What follows belongs to an exercise in optimizing a design on an open flow for small area; a production flow would make more cautious choices. In this exercise RTL edits were held to simulation tests only and were not proved equivalent to the original. No driver is modelled on the clock port, so clock power and skew are understated where the tree is cut down; a real chip needs a root buffer or a tree. Power figures rest on the tool's default switching activity, not on a simulated workload.

## main
// EF_PSRAM_CTRL_V2
module EF_PSRAM_CTRL_V2 (
    input   wire            clk,
    input   wire            rst,
    input   wire [23:0]     addr,
    input   wire [31: 0]    data_i,
    output  wire [31: 0]    data_o,
    input   wire [2:0]      size,
    input   wire            start,
    output  wire            done,
    input   wire  [3:0]     wait_states,
    input   wire  [7:0]     cmd,
    input   wire            rd_wr,
    input   wire            qspi,
    input   wire            qpi,
    input   wire            short_cmd,
    output  reg             sck,
    output  reg             ce_n,
    input   wire [3:0]      din,
    output  wire [3:0]      dout,
    output  wire [3:0]      douten
);
Settings: LEC_CHECK=0, ABC_AREA=1, CAP_MARGIN=20, CORE_MARGIN=2, CORE_UTILIZATION=40, SLEW_MARGIN=20; clock period 6.5 ns.
standard.sh (not shown) runs the stock make flow with config.mk's settings and CLKGATE_MAP_FILE= SYNTH_SCRIPT=/design/flow/synth_recipe.tcl, a recipe that flattens the netlist after the stock synthesis.
==> flow/flow/run.sh <==
#!/bin/bash
# Standard layout, with these changes: an area-oriented ABC script for the
# technology mapping, which also maps the adders (no ADDER_MAP_FILE), the smallest buffer on each input and output port, and
# a clock tree of small buffers: after CTS the tree is rebuilt as one root
# buffer driving a few leaf buffers, each driving a group of nearby registers
# (flow/clock_tree.tcl).
set -euo pipefail
here=$(pwd)
export BUFFER_PORTS_ARGS="-buffer_cell sky130_fd_sc_hd__buf_1"
export AREA_ABC_SCRIPT=$here/flow/area.abc
export CTS_ARGS="-sink_clustering_enable -repair_clock_nets -dont_use_dummy_load"
cat flow/abc_override.tcl synth_recipe.tcl > area_synth.tcl
bash standard.sh SYNTH_SCRIPT=$here/area_synth.tcl ADDER_MAP_FILE= cts > standard_cts.log 2>&1
CTS_ODB=$here/orfs/results/$FLOW_PLATFORM/EF_PSRAM_CTRL_V2/base/4_cts.odb \
CLK_GROUPS=5 CLK_BUF=sky130_fd_sc_hd__clkbuf_4 CLK_ROOT=sky130_fd_sc_hd__clkbuf_2 \
  openroad -no_init -no_splash -exit $here/flow/clock_tree.tcl > clock_tree.log 2>&1
bash standard.sh SYNTH_SCRIPT=$here/area_synth.tcl ADDER_MAP_FILE= finish > standard.log 2>&1
Other scripts of this flow, unchanged in this note and not shown: flow/flow/abc_override.tcl, flow/flow/area.abc, flow/flow/clock_tree.tcl
[inputs] the feature branch vs main
--- a/flow/flow/run.sh
+++ b/flow/flow/run.sh
@@ -2,3 +2,3 @@
 # Standard layout, with these changes: an area-oriented ABC script for the
-# technology mapping, which also maps the adders (no ADDER_MAP_FILE), the smallest buffer on each input and output port, and
+# technology mapping, the smallest buffer on each input and output port, and
 # a clock tree of small buffers: after CTS the tree is rebuilt as one root
@@ -12,3 +12,3 @@
 cat flow/abc_override.tcl synth_recipe.tcl > area_synth.tcl
-bash standard.sh SYNTH_SCRIPT=$here/area_synth.tcl ADDER_MAP_FILE= cts > standard_cts.log 2>&1
+bash standard.sh SYNTH_SCRIPT=$here/area_synth.tcl cts > standard_cts.log 2>&1
 CTS_ODB=$here/orfs/results/$FLOW_PLATFORM/EF_PSRAM_CTRL_V2/base/4_cts.odb \
@@ -16,2 +16,2 @@
   openroad -no_init -no_splash -exit $here/flow/clock_tree.tcl > clock_tree.log 2>&1
-bash standard.sh SYNTH_SCRIPT=$here/area_synth.tcl ADDER_MAP_FILE= finish > standard.log 2>&1
+bash standard.sh SYNTH_SCRIPT=$here/area_synth.tcl finish > standard.log 2>&1
==> results.txt <==
- The feature branch | status: complete | timing, DRC, antenna: pass
- The feature branch: final cycle utilization of the critical path 1.9 points below main
- The feature branch does worse than main on net load switching power.
- Relative to main, tap cell count increased by 2.7% in the feature branch.
- Changes observed in the feature branch relative to main: overall die area saw an increase; synthesized cell count went up 6; largest incremental delay on the critical path now smaller; overall track demand over capacity in global routing stayed essentially flat.
- The run showing the smaller static leakage is main.
- For worst hold slack, the feature branch and main come out practically identical.
In every run of this note, the design's own scripts or RTL, not TritonCTS, make the clock network.

========
The RTL this note starts from:
==> flow/design.v <==
module EF_PSRAM_CTRL_V2 (
    input   wire            clk,
    input   wire            rst,
    input   wire [23:0]     addr,
    input   wire [31: 0]    data_i,
    output  wire [31: 0]    data_o,
    input   wire [2:0]      size,
    input   wire            start,
    output  wire            done,
    input   wire  [3:0]     wait_states,
    input   wire  [7:0]     cmd,
    input   wire            rd_wr,
    input   wire            qspi,
    input   wire            qpi,
    input   wire            short_cmd,
    output  reg             sck,
    output  reg             ce_n,
    input   wire [3:0]      din,
    output  wire [3:0]      dout,
    output  wire [3:0]      douten
);
    reg         busy;
    reg [6:0]   counter;
    wire        quad = qpi | qspi;
    wire [6:0]  cq = (qspi & ~qpi) ? counter - 7'd6 : counter;
    wire [6:0]  k  = quad ? {2'b00, size[2], ~size[2], size[1:0], 1'b0}
                          : {size[2], ~size[2], size[1:0], 3'b000};
    wire [6:0]  w  = rd_wr ? {3'd0, wait_states} : 7'd0;
    assign done = short_cmd ? (counter == 7'd8) : (cq == k + w);
    always @(posedge clk or posedge rst)
        if (rst)
            busy <= 1'b0;
        else if (busy)
            busy <= ~done;
        else
            busy <= start;
    always @(posedge clk or posedge rst)
        if (rst)
            ce_n <= 1'b1;
        else
            ce_n <= done | ~busy;
    always @(posedge clk or posedge rst)
        if (rst) begin
            counter <= 7'd0;
            sck     <= 1'b0;
        end else if (ce_n) begin
            counter <= 7'd0;
            sck     <= 1'b0;
        end else if (~done)
            {counter, sck} <= {counter, sck} ^ {&{counter[5:0], sck}, &{counter[4:0], sck}, &{counter[3:0], sck}, &{counter[2:0], sck}, &{counter[1:0], sck}, &{counter[0], sck}, sck, 1'b1};
    wire [63:0] stream;
    genvar gi;
    generate
        for (gi = 0; gi < 8; gi = gi + 1) begin : g_cmd
            assign stream[gi] = cmd[7 - gi];
        end
        for (gi = 0; gi < 24; gi = gi + 1) begin : g_addr
            assign stream[8 + gi] = addr[23 - gi];
        end
        for (gi = 0; gi < 32; gi = gi + 1) begin : g_data
            assign stream[32 + gi] = data_i[8 * (gi / 8) + 7 - (gi % 8)];
        end
    endgenerate
    wire        serial = ~qpi & (~qspi | (counter < 7'd8));
    wire [4:0]  m      = serial ? counter[6:2] : cq[4:0];
    wire [3:0]  q;
    generate
        for (gi = 0; gi < 4; gi = gi + 1) begin : g_q
            wire [15:0] lane;
            genvar gk;
            for (gk = 0; gk < 16; gk = gk + 1) begin : g_l
                assign lane[gk] = stream[4 * gk + gi];
            end
            assign q[gi] = lane[m[3:0]] & ~m[4];
        end
    endgenerate
    wire [1:0]  bsel = serial ? counter[1:0] : 2'b11;
    assign dout[0] = q[bsel] | (serial & counter[6] & data_i[0]);
    assign dout[1] = q[2];
    assign dout[2] = q[1];
    assign dout[3] = q[0];
    wire        lt8  = (counter < 7'd8);
    wire        lt14 = (counter < 7'd14);
    assign douten[0]   = ~quad | ~rd_wr | lt8 | (~qpi & lt14);
    assign douten[3:1] = {3{qpi ? (lt8 | ~rd_wr) : (qspi & ~lt8 & (lt14 | ~rd_wr))}};
    reg  [31:0] data;
    wire [1:0]  phase = counter[1:0] - wait_states[1:0];
    wire [3:0]  lane_en;
    wire [3:0]  src;
    wire [3:0]  entry = {1'b1, size == 3'd3, size == 3'd2, size == 3'd1};
    generate
        for (gi = 0; gi < 4; gi = gi + 1) begin : g_lane
            assign lane_en[gi] = sck & (quad | (phase == 2'd3 - gi));
            assign src[gi]     = quad ? din[gi] : din[1];
        end
    endgenerate
    genvar gb, gj;
    generate
        for (gb = 0; gb < 4; gb = gb + 1) begin : g_byte
            for (gj = 0; gj < 4; gj = gj + 1) begin : g_bit
                wire chain_in;
                if (gb == 3) begin : g_top
                    assign chain_in = src[gj];
                end else begin : g_mid
                    assign chain_in = entry[gb] ? src[gj] : data[8 * gb + 12 + gj];
                end
                always @(posedge clk)
                    if (lane_en[gj]) begin
                        data[8 * gb + 4 + gj] <= data[8 * gb + gj];
                        data[8 * gb + gj]     <= chain_in;
                    end
            end
        end
    endgenerate
    assign data_o = data;
endmodule
clock: 6.5 ns
lec_check: 0
abc_area: 1
cap_margin: 20
core_margin: 2
core_utilization: 40
slew_margin: 20
==> flow/flow/run.sh <==
#!/bin/bash
# Standard layout, with these changes:
# - an area-oriented ABC script for the technology mapping, which also maps
#   the adders (ADDER_MAP_FILE empty, so no separate adder cells);
# - the smallest buffer (buf_1) on each input and output port;
# - a clock tree of small buffers: after CTS the tree is rebuilt as one root
#   buffer driving a few leaf buffers, each driving a group of nearby
#   registers (flow/clock_tree.tcl).
set -euo pipefail
here=$(pwd)
export BUFFER_PORTS_ARGS="-buffer_cell sky130_fd_sc_hd__buf_1"
export AREA_ABC_SCRIPT=$here/flow/area.abc
export CTS_ARGS="-sink_clustering_enable -repair_clock_nets -dont_use_dummy_load"
cat flow/abc_override.tcl synth_recipe.tcl > area_synth.tcl
bash standard.sh SYNTH_SCRIPT=$here/area_synth.tcl ADDER_MAP_FILE= cts > standard_cts.log 2>&1
CTS_ODB=$here/orfs/results/$FLOW_PLATFORM/EF_PSRAM_CTRL_V2/base/4_cts.odb \
CLK_GROUPS=5 CLK_BUF=sky130_fd_sc_hd__clkbuf_4 CLK_ROOT=sky130_fd_sc_hd__clkbuf_2 UNBUFFER=1 \
  openroad -no_init -no_splash -exit $here/flow/clock_tree.tcl > clock_tree.log 2>&1
bash standard.sh SYNTH_SCRIPT=$here/area_synth.tcl ADDER_MAP_FILE= finish > standard.log 2>&1
==> flow/flow/clock_tree.tcl <==
# Rebuild the clock tree that CTS built as two levels of buffers: the
# registers are split into CLK_GROUPS groups of nearby registers (by
# position), each driven by one CLK_BUF placed at the middle of its group, and
# one CLK_ROOT buffer, which the clock port drives, drives the CLK_BUFs. Every
# register sees the same buffer types and depth.
read_db $::env(CTS_ODB)
set block [ord::get_db_block]
set db [ord::get_db]
set clk_net [$block findNet clk]
set ngroups $::env(CLK_GROUPS)
set root_master [$db findMaster $::env(CLK_ROOT)]
set master [$db findMaster $::env(CLK_BUF)]

# the clock buffers of the tree and the register clock pins below them
set bufs {}
set todo [list $clk_net]
set sinks {}
while { [llength $todo] } {
  set net [lindex $todo 0]
  set todo [lrange $todo 1 end]
  foreach it [$net getITerms] {
    if { ![$it isInputSignal] } { continue }
    set inst [$it getInst]
    if { [string match sky130_fd_sc_hd__clkbuf_* [[$inst getMaster] getName]] } {
      lappend bufs $inst
      lappend todo [[$inst findITerm X] getNet]
    } else {
      lappend sinks $it
    }
  }
}
puts "clock tree: [llength $bufs] buffers, [llength $sinks] sinks"

# remove the tree
foreach inst $bufs {
  set out [[$inst findITerm X] getNet]
  foreach it [$out getITerms] { $it disconnect }
  [$inst findITerm A] disconnect
  odb::dbInst_destroy $inst
  odb::dbNet_destroy $out
}

# group the sinks by recursive bisection: split a group in two halves by x
# (or by y, alternating), until there are CLK_GROUPS groups
proc split_groups { pts ngroups axis } {
  if { $ngroups <= 1 } { return [list $pts] }
  set pts [lsort -integer -index $axis $pts]
  set n [llength $pts]
  set left [expr { $ngroups / 2 }]
  set cut [expr { ($n * $left) / $ngroups }]
  set next [expr { 1 - $axis }]
  return [concat \
    [split_groups [lrange $pts 0 [expr { $cut - 1 }]] $left $next] \
    [split_groups [lrange $pts $cut end] [expr { $ngroups - $left }] $next]]
}
set pts {}
foreach it $sinks {
  set xy [$it getAvgXY]
  lappend pts [list [lindex $xy 1] [lindex $xy 2] $it]
}
set groups [split_groups $pts $ngroups 0]

set site_w [[[lindex [$block getRows] 0] getSite] getWidth]
proc place_at { inst x y } {
  global site_w
  $inst setLocation [expr { ($x / $site_w) * $site_w }] $y
  $inst setPlacementStatus PLACED
}

# the root buffer, at the middle of all registers
set sx 0
set sy 0
foreach p $pts {
  incr sx [lindex $p 0]
  incr sy [lindex $p 1]
}
set root [odb::dbInst_create $block $root_master "clkbuf_root"]
set root_net [odb::dbNet_create $block "clknet_root"]
$root_net setSigType CLOCK
[$root findITerm A] connect $clk_net
[$root findITerm X] connect $root_net
place_at $root [expr { $sx / [llength $pts] }] [expr { $sy / [llength $pts] }]

set g 0
foreach grp $groups {
  set sx 0
  set sy 0
  foreach p $grp {
    incr sx [lindex $p 0]
    incr sy [lindex $p 1]
  }
  set cx [expr { $sx / [llength $grp] }]
  set cy [expr { $sy / [llength $grp] }]
  set inst [odb::dbInst_create $block $master "clkbuf_leaf_$g"]
  set net [odb::dbNet_create $block "clknet_leaf_$g"]
  $net setSigType CLOCK
  [$inst findITerm A] connect $root_net
  [$inst findITerm X] connect $net
  foreach p $grp { [lindex $p 2] connect $net }
  place_at $inst $cx $cy
  puts "clock tree: clkbuf_leaf_$g drives [llength $grp] registers"
  incr g
}
# remove the buffers that timing-driven placement inserted on signal nets
# (not the port buffers); the repairs after global routing add back what
# timing and slew need
if { [info exists ::env(UNBUFFER)] && $::env(UNBUFFER) } {
  foreach inst [$block getInsts] {
    set name [$inst getName]
    if { [string match input* $name] || [string match output* $name] } { continue }
    set mname [[$inst getMaster] getName]
    if { ![string match sky130_fd_sc_hd__buf_* $mname] } { continue }
    set in [[$inst findITerm A] getNet]
    set out [[$inst findITerm X] getNet]
    if { [llength [$out getBTerms]] || [llength [$in getBTerms]] } { continue }
    foreach it [$out getITerms] {
      if { [$it getInst] == $inst } { continue }
      $it disconnect
      $it connect $in
    }
    [$inst findITerm A] disconnect
    [$inst findITerm X] disconnect
    odb::dbInst_destroy $inst
    odb::dbNet_destroy $out
    puts "removed buffer $name ($mname)"
  }
}
detailed_placement
check_placement
write_db $::env(CTS_ODB)
Other scripts of this flow, unchanged in this note and not shown: flow/flow/abc_override.tcl, flow/flow/area.abc
The baseline finished with timing, DRC and antenna clean.
Then changed:
--- a/flow/flow/run.sh
+++ b/flow/flow/run.sh
@@ -16,3 +16,3 @@
 CTS_ODB=$here/orfs/results/$FLOW_PLATFORM/EF_PSRAM_CTRL_V2/base/4_cts.odb \
-CLK_GROUPS=5 CLK_BUF=sky130_fd_sc_hd__clkbuf_4 CLK_ROOT=sky130_fd_sc_hd__clkbuf_2 UNBUFFER=1 \
+CLK_GROUPS=5 CLK_BUF=sky130_fd_sc_hd__clkbuf_4 CLK_ROOT=sky130_fd_sc_hd__clkbuf_2 \
   openroad -no_init -no_splash -exit $here/flow/clock_tree.tcl > clock_tree.log 2>&1
--- a/flow/flow/clock_tree.tcl
+++ b/flow/flow/clock_tree.tcl
@@ -103,26 +103,2 @@
 }
-# remove the buffers that timing-driven placement inserted on signal nets
-# (not the port buffers); the repairs after global routing add back what
-# timing and slew need
-if { [info exists ::env(UNBUFFER)] && $::env(UNBUFFER) } {
-  foreach inst [$block getInsts] {
-    set name [$inst getName]
-    if { [string match input* $name] || [string match output* $name] } { continue }
-    set mname [[$inst getMaster] getName]
-    if { ![string match sky130_fd_sc_hd__buf_* $mname] } { continue }
-    set in [[$inst findITerm A] getNet]
-    set out [[$inst findITerm X] getNet]
-    if { [llength [$out getBTerms]] || [llength [$in getBTerms]] } { continue }
-    foreach it [$out getITerms] {
-      if { [$it getInst] == $inst } { continue }
-      $it disconnect
-      $it connect $in
-    }
-    [$inst findITerm A] disconnect
-    [$inst findITerm X] disconnect
-    odb::dbInst_destroy $inst
-    odb::dbNet_destroy $out
-    puts "removed buffer $name ($mname)"
-  }
-}
 detailed_placement
The changed run completed without violations.
Sequential share of layout area increases by 0.35 points.
Via count goes down by 1.6%.
Synthesized cell count stays the same.
Core utilization shrinks by 0.46 points.
Power drops by 1.8%.
Synthesized area stays the same.
Flip-flop and latch count stays the same.
Cell count stays flat.
Then changed:
--- a/flow/config.mk
+++ b/flow/config.mk
@@ -11,2 +11,3 @@
 export CORE_UTILIZATION = 40
+export PLACE_DENSITY = 0.75
 export SLEW_MARGIN = 20
What happened: Cell area stays flat; utilization rises by 0.13 points; area after synthesis does not change; total power rises by about 0.4%; die area does not change; first-iteration DRC count grows by 58%; via count grows by about 2.8%; register-to-register slack is better by 0.02 ns; cell count stays flat; setup slack gets worse by 0.043 ns.
No run of this note takes its clock network from TritonCTS; it comes from the design's own scripts or RTL.

========
EF_PSRAM_CTRL_V2 with an RTL version that a note above also has.
Size: ~290 cells after synthesis, roughly 2600 um^2 of cells after synthesis.
export LEC_CHECK = 0
export ABC_AREA = 1
export CAP_MARGIN = 20
export CORE_MARGIN = 2
export CORE_UTILIZATION = 40
export SLEW_MARGIN = 20
create_clock -name core_clock -period 6.5 [get_ports {clk}]
==> flow/flow/run.sh <==
#!/bin/bash
# Standard layout, with three changes: an area-oriented ABC script for the
# technology mapping, the smallest buffer on each input and output port, and
# a clock tree of small buffers without dummy loads.
set -euo pipefail
here=$(pwd)
export BUFFER_PORTS_ARGS="-buffer_cell sky130_fd_sc_hd__buf_1"
export AREA_ABC_SCRIPT=$here/flow/area.abc
export CTS_ARGS="-sink_clustering_enable -repair_clock_nets -dont_use_dummy_load"
cat flow/abc_override.tcl synth_recipe.tcl > area_synth.tcl
bash standard.sh SYNTH_SCRIPT=$here/area_synth.tcl finish > standard.log 2>&1
==> flow/flow/abc_override.tcl <==
# Map with an area-oriented ABC script in place of ORFS's.
proc abc {args} {
  set i [lsearch -exact $args -script]
  if { $i >= 0 } { lset args [expr { $i + 1 }] $::env(AREA_ABC_SCRIPT) }
  yosys abc {*}$args
}
==> flow/flow/area.abc <==
strash
dc2
dch -f
amap
The first run completed without violations.
Then changed:
--- a/flow/flow/run.sh
+++ b/flow/flow/run.sh
@@ -2 +2 @@
-# Standard layout, with three changes: an area-oriented ABC script for the
+# Standard layout, with these changes: an area-oriented ABC script for the
@@ -4 +4,2 @@
-# a clock tree of small buffers without dummy loads.
+# a clock tree without dummy loads whose root buffer is removed after CTS (the
+# clock port drives the tree's few leaf buffers directly).
@@ -10,0 +12,3 @@
+bash standard.sh SYNTH_SCRIPT=$here/area_synth.tcl cts > standard_cts.log 2>&1
+CTS_ODB=$here/orfs/results/$FLOW_PLATFORM/EF_PSRAM_CTRL_V2/base/4_cts.odb \
+  openroad -no_init -no_splash -exit $here/flow/clock_tree.tcl > clock_tree.log 2>&1
==> flow/flow/clock_tree.tcl (new file) <==
read_db $::env(CTS_ODB)
set block [ord::get_db_block]
set clk_net [$block findNet clk]
set root ""
foreach it [$clk_net getITerms] {
  if { [string match sky130_fd_sc_hd__clkbuf_* [[[$it getInst] getMaster] getName]] } {
    set root [$it getInst]
  }
}
if { $root == "" || [llength [$clk_net getITerms]] != 1 } { error "unexpected clock root" }
set root_out [[$root findITerm X] getNet]
set loads {}
foreach it [$root_out getITerms] {
  if { [$it getInst] != $root } { lappend loads $it }
}
set ok [expr { [llength $loads] <= 4 }]
foreach it $loads {
  if { ![string match sky130_fd_sc_hd__clkbuf_* [[[$it getInst] getMaster] getName]] } { set ok 0 }
}
if { $ok } {
  foreach it $loads {
    $it disconnect
    $it connect $clk_net
  }
  [$root findITerm A] disconnect
  [$root findITerm X] disconnect
  odb::dbInst_destroy $root
  odb::dbNet_destroy $root_out
  puts "clock tree: removed root buffer; the clock port drives [llength $loads] buffers"
} else {
  puts "clock tree: kept as built"
}
write_db $::env(CTS_ODB)
Settings changed: CORE_UTILIZATION 40 to 75.
What happened: The new run aborted during global placement (3_3_place_gp), error GPL-0301. Area after synthesis is unchanged. Synthesized cell count is unchanged.
Then changed:
Settings changed: CAP_MARGIN 20 to 0, CORE_UTILIZATION 75 to 40, SLEW_MARGIN 20 to 0.
Effect: Now the flow went through all stages and came out clean. Synthesized area is unchanged. Synthesized cell count stays the same.
Then changed:
==> flow/flow/run.sh (replaced) <==
#!/bin/bash
# Standard layout, with three changes: an area-oriented ABC script for the
# technology mapping, the smallest buffer on each input and output port, and
# a clock tree of small buffers without dummy loads.
set -euo pipefail
here=$(pwd)
export BUFFER_PORTS_ARGS="-buffer_cell sky130_fd_sc_hd__buf_1"
export AREA_ABC_SCRIPT=$here/flow/area.abc
export GPL_KEEP_OVERFLOW=0
export CTS_ARGS="-sink_clustering_enable -repair_clock_nets -dont_use_dummy_load"
cat flow/abc_override.tcl synth_recipe.tcl > area_synth.tcl
bash standard.sh SYNTH_SCRIPT=$here/area_synth.tcl finish > standard.log 2>&1
Settings changed: CAP_MARGIN 0 to 20, SLEW_MARGIN 0 to 20.
removed: flow/flow/clock_tree.tcl
Outcome: The changed run went through all stages and came out clean. Count of clock-buffer cells in the layout came out higher by 1. Utilization came out higher by 0.30 points. Design area came out higher slightly. Combinational power came out higher by a few percent. Power came out higher by a few percent. Clock power came out higher by about a fifth. Die area stays the same. Global-route usage came out higher by 0.91 points.
Then changed:
--- a/flow/flow/run.sh
+++ b/flow/flow/run.sh
@@ -2 +2 @@
-# Standard layout, with three changes: an area-oriented ABC script for the
+# Standard layout, with these changes: an area-oriented ABC script for the
@@ -4 +4,2 @@
-# a clock tree of small buffers without dummy loads.
+# a clock tree without dummy loads whose root buffer is removed after CTS (the
+# clock port drives the tree's few leaf buffers directly).
@@ -9 +9,0 @@
-export GPL_KEEP_OVERFLOW=0
@@ -11,0 +12,3 @@
+bash standard.sh SYNTH_SCRIPT=$here/area_synth.tcl cts > standard_cts.log 2>&1
+CTS_ODB=$here/orfs/results/$FLOW_PLATFORM/EF_PSRAM_CTRL_V2/base/4_cts.odb \
+  openroad -no_init -no_splash -exit $here/flow/clock_tree.tcl > clock_tree.log 2>&1
==> flow/flow/clock_tree.tcl (new file) <==
read_db $::env(CTS_ODB)
set block [ord::get_db_block]
set clk_net [$block findNet clk]
set root ""
foreach it [$clk_net getITerms] {
  if { [string match sky130_fd_sc_hd__clkbuf_* [[[$it getInst] getMaster] getName]] } {
    set root [$it getInst]
  }
}
if { $root == "" || [llength [$clk_net getITerms]] != 1 } { error "unexpected clock root" }
set root_out [[$root findITerm X] getNet]
set loads {}
foreach it [$root_out getITerms] {
  if { [$it getInst] != $root } { lappend loads $it }
}
set ok [expr { [llength $loads] <= 4 }]
foreach it $loads {
  if { ![string match sky130_fd_sc_hd__clkbuf_* [[[$it getInst] getMaster] getName]] } { set ok 0 }
}
if { $ok } {
  foreach it $loads {
    $it disconnect
    $it connect $clk_net
  }
  [$root findITerm A] disconnect
  [$root findITerm X] disconnect
  odb::dbInst_destroy $root
  odb::dbNet_destroy $root_out
  puts "clock tree: removed root buffer; the clock port drives [llength $loads] buffers"
} else {
  puts "clock tree: kept as built"
}
write_db $::env(CTS_ODB)
Settings changed: CORE_UTILIZATION 40 to 60.
Result: Total power shrinks by about 1.7%; combinational power hardly moves; first-iteration DRC count grows by about 90%; critical path depth grows by 5; global-route usage grows by 10 points.

## separate check: timing with driven ports
Ports are ideal in the flow. The routed layouts listed here were re-timed in OpenROAD. Step 1 assumes that a clkbuf_16 drives the clock port and a buf_2 every other input. Step 2 also shifts input and output timing later by t, the mid clock arrival at the registers, as if the neighbouring blocks saw the same clock. Three values: no drivers, after step 1, after step 2; two values: the first two.
run	shift t [ns]	setup slack, ns	worst setup path after step 2	slew at the worst register clock pin (ns)
main	0.432	0.463 / 0.439 / 0.599	input to output	0.10 / 0.10
the feature branch	0.434	0.585 / 0.553 / 0.553	input to output	0.10 / 0.10
the first run of note 2	0.410	0.444 / 0.423 / 0.423	input to output	0.09 / 0.09
the second run of note 2	0.409	0.705 / 0.684 / 0.684	input to output	0.09 / 0.09
the third run of note 2	0.421	0.662 / 0.641 / 0.641	input to output	0.10 / 0.10
the first run of note 3	0.318	0.585 / 0.552 / 0.552	input to output	0.09 / 0.09
the third run of note 3	0.192	0.578 / 0.546 / 0.546	input to output	0.09 / 0.09
the fourth run of note 3	0.307	0.309 / 0.285 / 0.285	input to output	0.08 / 0.08
the fifth run of note 3	0.189	0.436 / 0.399 / 0.399	input to output	0.09 / 0.09
After both steps every run listed still meets setup and hold. For the fifth run of note 3, which loses most, drivers alone change the setup slack by -0.037 ns; drivers and shift together by -0.037 ns.
